This design comes from an exercise in tuning for small area on the open sky130 flow, not from production work. Function was checked by simulation only, so behaviour that the tests miss may differ from the original. Power and IR drop assume default switching activity.

`design/flow/design.v`:
```
`timescale 1ns / 1ps
module udp_parser (
    input            clk,
    input            rst,
    input      [7:0] data_in,
    input            valid_in,
    output reg [7:0] payload_data,
    output           packet_done
);
    localparam IDLE    = 2'd0;
    localparam HEADER  = 2'd1;
    localparam PAYLOAD = 2'd2;
    reg [15:0] byte_count;
    reg [15:0] udp_length;
    reg [1:0]  c_state;
    wire [15:0] byte_count_inc = byte_count + 16'd1;
    always @(posedge clk or posedge rst) begin
        if (rst) byte_count <= 16'd0;
        else if (valid_in) byte_count <= byte_count_inc;
        else byte_count <= 16'd0;
    end
    always @(posedge clk or posedge rst) begin
        if (rst) udp_length <= 16'd0;
        else if (c_state == IDLE) udp_length <= 16'd0;
        else if (byte_count == 16'd4) udp_length[15:8] <= data_in;
        else if (byte_count == 16'd5) udp_length[7:0] <= data_in;
    end
    wire [15:0] diff = byte_count ^ udp_length;
    wire count_eq = ~|diff;
    wire count_eq_next = (diff == (byte_count ^ byte_count_inc));
    assign packet_done = count_eq & (c_state == IDLE);
    always @(posedge clk or posedge rst) begin
        if (rst) payload_data <= 8'd0;
        else if ((c_state == PAYLOAD) & valid_in) payload_data <= data_in;
        else payload_data <= 8'd0;
    end
    always @(posedge clk or posedge rst) begin
        if (rst) c_state <= IDLE;
        else case (c_state)
            IDLE:    if (valid_in) c_state <= HEADER;
            HEADER:  if (byte_count == 16'd7) c_state <= PAYLOAD;
            PAYLOAD: if (count_eq_next) c_state <= IDLE;
            default: ;
        endcase
    end
endmodule
`timescale 1ns / 1ps
module fix_parser (
    input        clk,
    input        rst,
    input  [7:0] data_in,
    input  [7:0] value_byte4,    
    output       msg_complete,
    output       tag_valid,
    output       tag_first,
    output       value_valid,
    output       value_first
);
localparam IDLE    = 3'b000;
localparam TAG     = 3'b100;
localparam EQUAL   = 3'b101;
localparam VALUE   = 3'b111;
localparam CONTROL = 3'b110;
localparam DONE    = 3'b010;
localparam RESET       = 3'b000;
localparam BEGINSTRING = 3'b001;
localparam BODY_LENGTH = 3'b011;
localparam BODY        = 3'b111;
localparam CHECKSUM    = 3'b100;
reg [2:0] c_state, n_state;
reg [2:0] c_s, n_s;
reg body_length_done;
wire body_length_value_en = (c_s == BODY_LENGTH) & (n_state == VALUE);
reg [16:0] remaining;
wire [7:0]  new_digit = data_in - 8'h30;
reg [2:0] pushed;
wire [7:0] drop_digit = (pushed == 3'd5) ? value_byte4 - 8'h30 : 8'd0;
wire [16:0] L4 = {9'd0, drop_digit};
wire [16:0] L4n = ~L4;
wire [16:0] pushed_value = (remaining << 3) + (remaining << 1) + {9'd0, new_digit}
                         + (L4 << 15) + (L4n << 11) + (L4 << 8) + (L4 << 6) + (L4 << 5)
                         + 17'd2039;
assign tag_valid    = (n_state == TAG);
assign tag_first    = tag_valid & (c_state != TAG);
assign value_valid  = (n_state == VALUE);
assign value_first  = (c_state == EQUAL);
assign msg_complete = (c_state == DONE);
always @(posedge clk) begin
    if (c_s != BODY_LENGTH) pushed <= 3'd0;
    else if (body_length_value_en && pushed != 3'd5) pushed <= pushed + 3'd1;
    remaining <= body_length_value_en ? pushed_value :
                 (c_s == BODY_LENGTH) ? remaining :
                 (c_s == BODY) ? remaining - 17'd1 : 17'd1;
    body_length_done <= (remaining == 17'd0);
end
always @(posedge clk or posedge rst) begin
    if (rst) c_state <= IDLE;
    else c_state <= n_state;
end
always @(*) begin
    n_state = c_state;
    case (c_state)
    IDLE:    if ((n_s == BEGINSTRING) | (n_s == BODY) | (n_s == BODY_LENGTH)) n_state = TAG;
    TAG:     if (data_in == 8'h3d) n_state = EQUAL;
    EQUAL:   n_state = VALUE;
    VALUE:   if (data_in == 8'h01) n_state = (c_s == CHECKSUM) ? DONE : CONTROL;
    CONTROL: n_state = TAG;
    DONE:    n_state = IDLE;
    default: ;
    endcase
end
always @(posedge clk or posedge rst) begin
    if (rst) c_s <= RESET;
    else c_s <= n_s;
end
always @(*) begin
    n_s = c_s;
    case (c_s)
    RESET:       if (data_in == 8'h38) n_s = BEGINSTRING;
    BEGINSTRING: if (data_in == 8'h01) n_s = BODY_LENGTH;
    BODY_LENGTH: if (data_in == 8'h01) n_s = BODY;
    BODY:        if (body_length_done) n_s = CHECKSUM;
    CHECKSUM:    if (data_in == 8'h01) n_s = RESET;
    default: ;
    endcase
end
endmodule
`timescale 1ns / 1ps
module fix_to_order_book (
    input             clk,
    input             rst,
    input      [7:0]  data,
    input             msg_complete,
    input             tag_valid,
    input             tag_first,
    input             value_valid,
    input             value_first,
    output     [7:0]  value_byte4,
    output            msg_valid,
    output            msg_type,
    output     [47:0] symbol_id,
    output            side,
    output     [63:0] price,
    output     [63:0] quantity,
    output     [31:0] order_id
);
    localparam [4:0] S_zzz = 5'd0;
    localparam [4:0] S_E = 5'd1;
    localparam [4:0] S_z = 5'd2;
    localparam [4:0] S_zz = 5'd3;
    localparam [4:0] S_zz1 = 5'd4;
    localparam [4:0] S_zzz1 = 5'd5;
    localparam [4:0] S_zzz3 = 5'd6;
    localparam [4:0] S_zzz5 = 5'd7;
    localparam [4:0] S_zz15 = 5'd8;
    localparam [4:0] S_zzz35 = 5'd17;
    localparam [4:0] S_zzz11 = 5'd18;
    localparam [4:0] S_zz150 = 5'd19;
    localparam [4:0] S_zzz39 = 5'd20;
    localparam [4:0] S_zzz54 = 5'd21;
    localparam [4:0] S_zz151 = 5'd22;
    localparam [4:0] S_zzz55 = 5'd23;
    localparam [4:0] S_zzz31 = 5'd24;
    function [4:0] dfa_next(input [4:0] s, input [7:0] b);
      begin
        case (s)
          S_zzz: begin
            if (b == 8'h00) dfa_next = S_zzz;
            else if (b == 8'h31) dfa_next = S_zzz1;
            else if (b == 8'h33) dfa_next = S_zzz3;
            else if (b == 8'h35) dfa_next = S_zzz5;
            else dfa_next = S_E;
          end
          S_E: begin
            if (b == 8'h00) dfa_next = S_z;
            else dfa_next = S_E;
          end
          S_z: begin
            if (b == 8'h00) dfa_next = S_zz;
            else dfa_next = S_E;
          end
          S_zz: begin
            if (b == 8'h00) dfa_next = S_zzz;
            else if (b == 8'h31) dfa_next = S_zz1;
            else dfa_next = S_E;
          end
          S_zz1: begin
            if (b == 8'h00) dfa_next = S_z;
            else if (b == 8'h35) dfa_next = S_zz15;
            else dfa_next = S_E;
          end
          S_zzz1: begin
            if (b == 8'h00) dfa_next = S_z;
            else if (b == 8'h31) dfa_next = S_zzz11;
            else if (b == 8'h35) dfa_next = S_zz15;
            else dfa_next = S_E;
          end
          S_zzz3: begin
            if (b == 8'h00) dfa_next = S_z;
            else if (b == 8'h31) dfa_next = S_zzz31;
            else if (b == 8'h35) dfa_next = S_zzz35;
            else if (b == 8'h39) dfa_next = S_zzz39;
            else dfa_next = S_E;
          end
          S_zzz5: begin
            if (b == 8'h00) dfa_next = S_z;
            else if (b == 8'h34) dfa_next = S_zzz54;
            else if (b == 8'h35) dfa_next = S_zzz55;
            else dfa_next = S_E;
          end
          S_zz15: begin
            if (b == 8'h00) dfa_next = S_z;
            else if (b == 8'h30) dfa_next = S_zz150;
            else if (b == 8'h31) dfa_next = S_zz151;
            else dfa_next = S_E;
          end
          S_zzz35: begin
            if (b == 8'h00) dfa_next = S_z;
            else dfa_next = S_E;
          end
          S_zzz11: begin
            if (b == 8'h00) dfa_next = S_z;
            else dfa_next = S_E;
          end
          S_zz150: begin
            if (b == 8'h00) dfa_next = S_z;
            else dfa_next = S_E;
          end
          S_zzz39: begin
            if (b == 8'h00) dfa_next = S_z;
            else dfa_next = S_E;
          end
          S_zzz54: begin
            if (b == 8'h00) dfa_next = S_z;
            else dfa_next = S_E;
          end
          S_zz151: begin
            if (b == 8'h00) dfa_next = S_z;
            else dfa_next = S_E;
          end
          S_zzz55: begin
            if (b == 8'h00) dfa_next = S_z;
            else dfa_next = S_E;
          end
          S_zzz31: begin
            if (b == 8'h00) dfa_next = S_z;
            else dfa_next = S_E;
          end
          default: dfa_next = S_E;
        endcase
      end
    endfunction
    localparam [3:0] C_NONE      = 4'd0;
    localparam [3:0] C_MSGTYPE   = 4'd1;
    localparam [3:0] C_CLORDID   = 4'd2;
    localparam [3:0] C_EXECTYPE  = 4'd3;
    localparam [3:0] C_ORDSTATUS = 4'd4;
    localparam [3:0] C_SIDE      = 4'd5;
    localparam [3:0] C_LEAVESQTY = 4'd6;
    localparam [3:0] C_SYMBOL    = 4'd7;
    localparam [3:0] C_LASTPX    = 4'd8;
    localparam [2:0] E_NONE = 3'd0, E_0 = 3'd1, E_F = 3'd2, E_4 = 3'd3, E_5 = 3'd4;
    localparam [1:0] O_NONE = 2'd0, O_0 = 2'd1, O_12 = 2'd2, O_4 = 2'd3;
    reg [4:0]  tag_dfa;
    reg [3:0]  tag_class;
    reg [63:0] value_stack;
    reg        MsgType8;
    reg [2:0]  ExecType;
    reg [1:0]  OrdStatus;
    reg [31:0] ClOrdID_n;
    reg [47:0] Symbol_n;
    reg        Side;
    reg [63:0] LeavesQty_n, LastPx_n;
    reg        mc1, mc2, mc3, mc4;
    reg        is_exec;
    wire tag_end = value_first;
    always @(posedge clk) begin
        if (tag_first) tag_dfa <= dfa_next(S_zzz, data);
        else if (tag_valid) tag_dfa <= dfa_next(tag_dfa, data);
    end
    always @(posedge clk or posedge rst) begin
        if (rst) tag_class <= C_NONE;
        else if (tag_end) tag_class <= tag_dfa[4] ? tag_dfa[3:0] : C_NONE;
    end
    reg [63:0] value_stack_n;
    always @(posedge clk) begin
        if (value_first) value_stack_n <= {56'hffffffffffffff, ~data};
        else if (value_valid) value_stack_n <= {value_stack_n[55:0], ~data};
    end
    always @(*) value_stack = ~value_stack_n;
    wire [7:0] v0 = value_stack[7:0];
    assign value_byte4 = value_stack[39:32];
    wire clear = mc4 & ~tag_end;
    wire wr_clordid   = tag_end & (tag_class == C_CLORDID);
    wire wr_symbol    = tag_end & (tag_class == C_SYMBOL);
    wire wr_leavesqty = tag_end & (tag_class == C_LEAVESQTY);
    wire wr_lastpx    = tag_end & (tag_class == C_LASTPX);
    reg has_clordid, has_symbol, has_leavesqty, has_lastpx;
    always @(posedge clk) begin
        if (wr_clordid)   ClOrdID_n   <= value_stack_n[31:0];
        if (wr_symbol)    Symbol_n    <= value_stack_n[47:0];
        if (wr_leavesqty) LeavesQty_n <= value_stack_n;
        if (wr_lastpx)    LastPx_n    <= value_stack_n;
    end
    always @(posedge clk or posedge rst) begin
        if (rst) begin
            has_clordid <= 1'b0; has_symbol <= 1'b0; has_leavesqty <= 1'b0; has_lastpx <= 1'b0;
        end else if (tag_end) begin
            if (wr_clordid)   has_clordid <= 1'b1;
            if (wr_symbol)    has_symbol <= 1'b1;
            if (wr_leavesqty) has_leavesqty <= 1'b1;
            if (wr_lastpx)    has_lastpx <= 1'b1;
        end else if (clear) begin
            has_clordid <= 1'b0; has_symbol <= 1'b0; has_leavesqty <= 1'b0; has_lastpx <= 1'b0;
        end
    end
    always @(posedge clk or posedge rst) begin
        if (rst) begin
            MsgType8  <= 1'b0;
            ExecType  <= E_NONE;
            OrdStatus <= O_NONE;
            Side      <= 1'b0;
        end else if (tag_end) begin
            case (tag_class)
            C_MSGTYPE:   MsgType8 <= (v0 == 8'h38);
            C_EXECTYPE:  ExecType <= (v0 == 8'h30) ? E_0 : (v0 == 8'h46) ? E_F :
                                     (v0 == 8'h34) ? E_4 : (v0 == 8'h35) ? E_5 : E_NONE;
            C_ORDSTATUS: OrdStatus <= (v0 == 8'h30) ? O_0 :
                                      (v0 == 8'h31 || v0 == 8'h32) ? O_12 :
                                      (v0 == 8'h34) ? O_4 : O_NONE;
            C_SIDE:      Side <= v0[0];
            default: ;
            endcase
        end else if (clear) begin
            MsgType8  <= 1'b0;
            ExecType  <= E_NONE;
            OrdStatus <= O_NONE;
            Side      <= 1'b0;
        end
    end
    always @(posedge clk or posedge rst) begin
        if (rst) begin
            mc1 <= 1'b0; mc2 <= 1'b0; mc3 <= 1'b0; mc4 <= 1'b0;
            is_exec <= 1'b0;
        end else begin
            mc1 <= msg_complete; mc2 <= mc1; mc3 <= mc2; mc4 <= mc3;
            if (msg_complete) is_exec <= MsgType8;
        end
    end
    wire accepted = ((ExecType == E_0) & (OrdStatus == O_0)) |
                    ((ExecType == E_F) & (OrdStatus == O_12)) |
                    ((ExecType == E_4) & (OrdStatus == O_4)) |
                    (ExecType == E_5);
    wire shown = (mc2 | mc3) & is_exec;
    wire sel = shown & accepted;
    assign msg_valid = shown;
    assign msg_type  = ~(sel & ~((ExecType == E_0) & (OrdStatus == O_0)));
    assign symbol_id = ~(Symbol_n    | {48{~(sel & has_symbol)}});
    assign side      = sel & Side;
    assign price     = ~(LastPx_n    | {64{~(sel & has_lastpx)}});
    assign quantity  = ~(LeavesQty_n | {64{~(sel & has_leavesqty)}});
    assign order_id  = ~(ClOrdID_n   | {32{~(sel & has_clordid)}});
endmodule
`timescale 1ns / 1ps
module udp_plus_fix(
    input         clk,
    input         rst,
    input  [7:0]  data_in,
    input         valid_in,
    output        fix_packet_done_in,
    output        msg_valid,
    output        msg_type,
    output [47:0] symbol_id,
    output        side,
    output [63:0] price,
    output [63:0] quantity,
    output [31:0] order_id
    );
    wire [7:0] fix_data;
    wire [7:0] value_byte4;
    wire msg_complete, tag_valid, tag_first, value_valid, value_first;
    udp_parser udp(
        .clk(clk), .rst(rst), .data_in(data_in), .valid_in(valid_in),
        .payload_data(fix_data), .packet_done(fix_packet_done_in));
    fix_parser fp(
        .clk(clk), .rst(rst), .data_in(fix_data), .value_byte4(value_byte4),
        .msg_complete(msg_complete), .tag_valid(tag_valid), .tag_first(tag_first),
        .value_valid(value_valid), .value_first(value_first));
    fix_to_order_book fto(
        .clk(clk), .rst(rst), .data(fix_data), .msg_complete(msg_complete),
        .tag_valid(tag_valid), .tag_first(tag_first),
        .value_valid(value_valid), .value_first(value_first), .value_byte4(value_byte4),
        .msg_valid(msg_valid), .msg_type(msg_type), .symbol_id(symbol_id),
        .side(side), .price(price), .quantity(quantity), .order_id(order_id));
endmodule
```
`design/flow/flow/run.sh`:
```
#!/bin/bash
# The standard layout, with every port buffered by the smallest buffer
# (sky130_fd_sc_hd__buf_1) and clock tree synthesis without dummy loads.
set -euo pipefail
bash standard.sh "BUFFER_PORTS_ARGS=-buffer_cell sky130_fd_sc_hd__buf_1" \
  "CTS_ARGS=-sink_clustering_enable -repair_clock_nets -sink_clustering_size 16 -sink_clustering_max_diameter 70 -sink_clustering_buffer sky130_fd_sc_hd__clkbuf_8 -tree_buf sky130_fd_sc_hd__clkbuf_4 -root_buf sky130_fd_sc_hd__clkbuf_8 -dont_use_dummy_load" \
  finish > standard_flow.log 2>&1
```
`design/flow/standard.sh`:
```
#!/bin/bash
# synth_recipe.tcl (not shown) runs the flow's synth.tcl, then flattens the netlist and writes it again
# the make line also repeats each setting of config.mk as NAME=value (left out here)
make -C /OpenROAD-flow-scripts/flow DESIGN_CONFIG=/design/flow/config.mk WORK_HOME=/design/flow/orfs CLKGATE_MAP_FILE= SYNTH_SCRIPT=/design/flow/synth_recipe.tcl "${@:-finish}"
```
`design/flow/config.mk`:
```
export PLATFORM = sky130hd
export DESIGN_NAME = udp_plus_fix
export DESIGN_NICKNAME = udp_plus_fix
export VERILOG_FILES = /design/flow/design.v
export SDC_FILE = /design/flow/constraint.sdc
export NUM_CORES = 4
export LEC_CHECK = 0
export CAP_MARGIN = 20
export CORE_MARGIN = 2
export CORE_UTILIZATION = 40
export SLEW_MARGIN = 20
```
`design/flow/constraint.sdc`:
```
create_clock -name core_clock -period 10.0 [get_ports {clk}]
set_input_delay 2.0000 -clock core_clock [delete_from_list [all_inputs] [get_ports {clk}]]
set_output_delay 2.0000 -clock core_clock [all_outputs]
set_load 0.01 [all_outputs]
```
==> metrics.md <==
| Metric | Value |
|---|---|
| Post-synthesis sequential area ratio | `60.17%` |
| Synth async-reset ratio | `18.58%` |
| Pwr dens | `147.3 nW/µm²` |
| Largest area contributor in the netlist | `edfxtp_1` |
| Yosys reg bits | `366` |
| Synth-to-layout area growth | `10.70%` |
| Die height | `208.3 µm` |
| Top cells by area, synth | `edfxtp_1, dfrtp_1, dfxtp_1` |
| Worst R2R Path Depth | `15` |
| Hold_ws | `348.1 ps` |
| Slew at the pin closest to its max-slew limit | `911.1 ps` |
| Worst-path cell chain | `xnor2_1, nand3_1, a21oi_1, o21a_1, nand2_2, buf_4, nor2_1, buf_1` |
| Post-route ant nets | `0` |
| Post-CTS Hold Fix Bufs | `0` |
| VDD IR max | `0.0001036 V` |
| Final setup margin | `about 5200 ps` |
| Outcome | `complete, no violations` |
| Slowest cell on the critical path | `buf_4` |
| Worst slew margin | `between 30% and 40%` |
| Hold Fails Final Rpt | `0` |
| Mapped Nets | `1,589` |
| Mapped Cells | `1,498` |
| CTS Root Cell | `clkbuf_8` |
| Setup_tns | `0 ps` |
| MaxCap Viol Count | `0` |
| Syn Std Cell Area | `16,700 µm²` |
| Final min period | `roughly 4800 ps` |
| RSZ-0062 raised after global routing | `false` |
| Post-CTS Setup Repair Bufs | `0` |
| Pleak | `8.032 nW` |
| CP Capture Type | `output pin` |
| Worst setup SP type | `flop` |
| Period utilisation layout | `47.60%` |
| Ant diodes | `0` |
| Overall routing resource usage | `18.47%` |
| Initial Util | `between 40 and 50%` |
| Buffers added on ports | `222` |
| CP Class | `reg -> out` |
| Max incr delay on CP | `570 ps` |
| Antenna violations before repair | `0` |
| Dpl hpwl | `27.55 mm` |
| Avg Cell Area, Syn | `roughly 11 µm²` |
| 1st-pass router iterations | `5` |
| Layout cells sized above 1 | `under 10%` |
| Nets | `1,789` |
| Total CTS buffers | `29` |
| Fmax | `210.1 MHz` |
| Row Count | `74` |
| Via/cell ratio | `5.163` |
| Remaining DRCs | `0` |
| EDFF count, synth | `238` |
| First-pass GRT wire length | `roughly 64 mm` |
| CTS Sinks | `366` |
| IO Pins | `223` |
| Htree depth | `1` |
| Die width | `roughly 210 µm` |
| Core box area | `41,020 µm²` |
| Max Transition Viols Final | `0` |
| Post-CTS sizing | `0` |
| Worst slack, placed | `5346 ps` |
| Distinct cell type count of the synthesized netlist | `71` |
| Worst Path Arrival | `2760 ps` |
| Worst hold path class | `reg -> reg` |
| Clock transition at the registers of the reported paths | `about 100 ps` |
| Fill cells | `3,881` |
| Top_reg_cell synth | `edfxtp_1` |
| Required @ worst endpoint | `roughly 8000 ps` |
| WL/cell | `18.21 µm` |
| Wirelength, routed | `40.58 mm` |
| Worst Path Max Fanout | `64` |
| Clock skew | `74.16 ps` |
| Starting DRC count in detailed routing | `872` |
| DIE AREA | `~43,000 µm²` |
| Worst skew pair latency | `640 ps` |
| Top-area cell type share of the netlist area | `42.79%` |
| Total power draw | `0.002723 W` |
| Hold depth | `0` |
| CTS tree | `yes` |
| Maximum clock insertion buffer count | `3` |
| Gpl congestion | `0.8432` |
| Vias in the first global route | `about 11,000` |
| Vias post-DR | `11,500` |
| Synthesis Warnings | `3` |
| Remaining global-route overflow | `0` |
| Endpoints failing setup | `0` |
| Pin count of the biggest net entering global routing | `71` |
[cells by family after synthesis]
logic type / Yosys count / share of synthesized area [%]
DFF: 366 / 60.17
buffers and inverters: 169 / 3.933
xor gates and xnor gates: 70 / 3.671
adders and majority gates: 80 / 7.476
and+or+nand+nor: 637 / 17.10
muxes: 29 / 1.790
AOI/OAI and AO/OA: 147 / 5.858
[power by group]
group          internal [W]  switching, W
logic              0.000148      0.000186
clock network      0.000258      0.000454
registers           0.00163     0.0000487
total               0.00203      0.000689
[worst paths after layout]
kind | startpoint | endpoint | slack, ps
max | fto.ExecType[0] | price[37] | 5240
min | fto.mc3 | fto.mc4 | 350
max reg2reg | fp.pushed[0] | fp.remaining[16] | 5300
min reg2reg | fto.mc3 | fto.mc4 | 350
max in group asynchronous | rst | udp.byte_count[6] | 7720
min in group asynchronous | rst | fto.has_clordid | 1590
[synthesized netlist by cell type (all sizes together) (4+ instances only)]
cell,count
dfrtp,68
xnor2,41
nand2b,9
clkbuf,61
buf,8
nor3,20
and2,20
nor2b,9
o21a,11
fa,33
a32oi,4
nor4,14
mux2,4
o21ai,37
or4,4
xor2,29
dfxtp,60
nand3,78
o22ai,14
inv,100
mux2i,25
and3,15
nand2,169
a21o,8
a21oi,25
a31oi,8
a211oi,5
nor3b,7
ha,47
edfxtp,238
o211ai,6
or3,10
o32ai,4
nor2,261
[state kept, by name, summed over array words and instances, names as in the netlist, 2 cells and up]
name / flops
fto.tag_class: 4
udp.payload_data: 8
fto.LeavesQty_n: 64
fto.value_stack_n: 64
fp.c_state: 3
fto.tag_dfa: 5
fp.remaining: 17
udp.byte_count: 16
fto.ClOrdID_n: 32
fto.Symbol_n: 48
fp.pushed: 3
fp.c_s: 3
udp.c_state: 2
udp.udp_length: 16
fto.LastPx_n: 64
fto.OrdStatus: 2
fto.ExecType: 3
[placed cells by master (no fill, tap or decap), types with 6 or more instances in the layout]
cell type / instances
a21o_1: 8
nor2_1: 259
ha_1: 47
nor3b_1: 7
and3_1: 14
fa_1: 33
nor3_1: 19
a31oi_1: 8
buf_4: 15
or3_1: 9
buf_1: 222
o21ai_0: 37
xor2_1: 29
o21a_1: 11
dfrtp_1: 68
dfxtp_1: 60
nand2b_1: 8
mux2i_1: 25
a21oi_1: 25
nand3_1: 77
nor2b_1: 9
nand2_1: 166
xnor2_1: 41
and2_1: 19
o22ai_1: 14
inv_1: 98
o211ai_1: 6
nor4_1: 13
clkbuf_8: 29
edfxtp_1: 238
[cell type report]
cell class | count | area [µm²] | share of cell area, %
flip-flops and latches | 366 | 10050 | 54.35
inverters | 100 | 375.4 | 2.030
multi-input cells | 963 | 6035 | 32.64
clock buffers | 29 | 399.1 | 2.159
repair buffers | 238 | 965.9 | 5.224
well taps | 532 | 665.6 | 3.600
[critical path: cells and delay by family, from the launching register on]
| kind | cells | cell delay, ps |
|---|---|---|
| AO/OA/AOI/OAI | 2 | 330 |
| buffers and inverters | 2 | 760 |
| flip-flops | 1 | 420 |
| XOR/XNOR | 1 | 140 |
| AND/OR/NAND/NOR | 3 | 410 |
[metrics by stage]
step	instances	util, %	instance area [µm²]
after floorplan	1498	-	16700
after global placement	2198	44.06	18070
after detailed placement	2198	44.06	18070
after CTS	2227	45.03	18470
after global routing	2228	45.08	18490
final	2228	45.08	18490
[metal layers]
| layer | share of wire, % | vias up | wire, µm | global-route usage [%] |
|---|---|---|---|---|
| met5 | 0 | - | 0 | 0 |
| met3 | 5.0 | 53 | 2042 | 2.551 |
| li1 | - | 5492 | - | - |
| met1 | 46 | 5616 | 18630 | 25.93 |
| met4 | 2.2 | 0 | 894 | 4.441 |
| met2 | 47 | 343 | 19010 | 30.41 |

-- separate check: timing with driven ports --
How much do the figures lean on ideal ports? The routed layout below was timed once more, with nothing changed but the port constraints. Step 1 (the two cells are an assumption about what drives the block):
set clk [get_ports {clk}]
set_driving_cell -lib_cell sky130_fd_sc_hd__clkbuf_16 $clk
set_driving_cell -lib_cell sky130_fd_sc_hd__buf_2 [delete_from_list [all_inputs] $clk]
Step 2 adds t to the input delays and takes it off the output delays; t is the mean of the earliest and latest rising clock arrival at the registers after step 1. Input paths then give back, and output paths get back, about the clock's delay inside the block. Slacks: ideal ports / drivers / drivers and shift; pairs: ideal ports / drivers.
t (ns): 0.653
setup slack, ns: 5.240 / 5.190 / 5.301
worst hold slack (ns): 0.348 / 0.348 / 0.348
worst setup path after step 2: register to register
cell pins on the clock port's net: 1
After both steps setup and hold are still met in this run. The setup slack of this run moves by -0.050 ns with the drivers and by +0.061 ns with both steps.
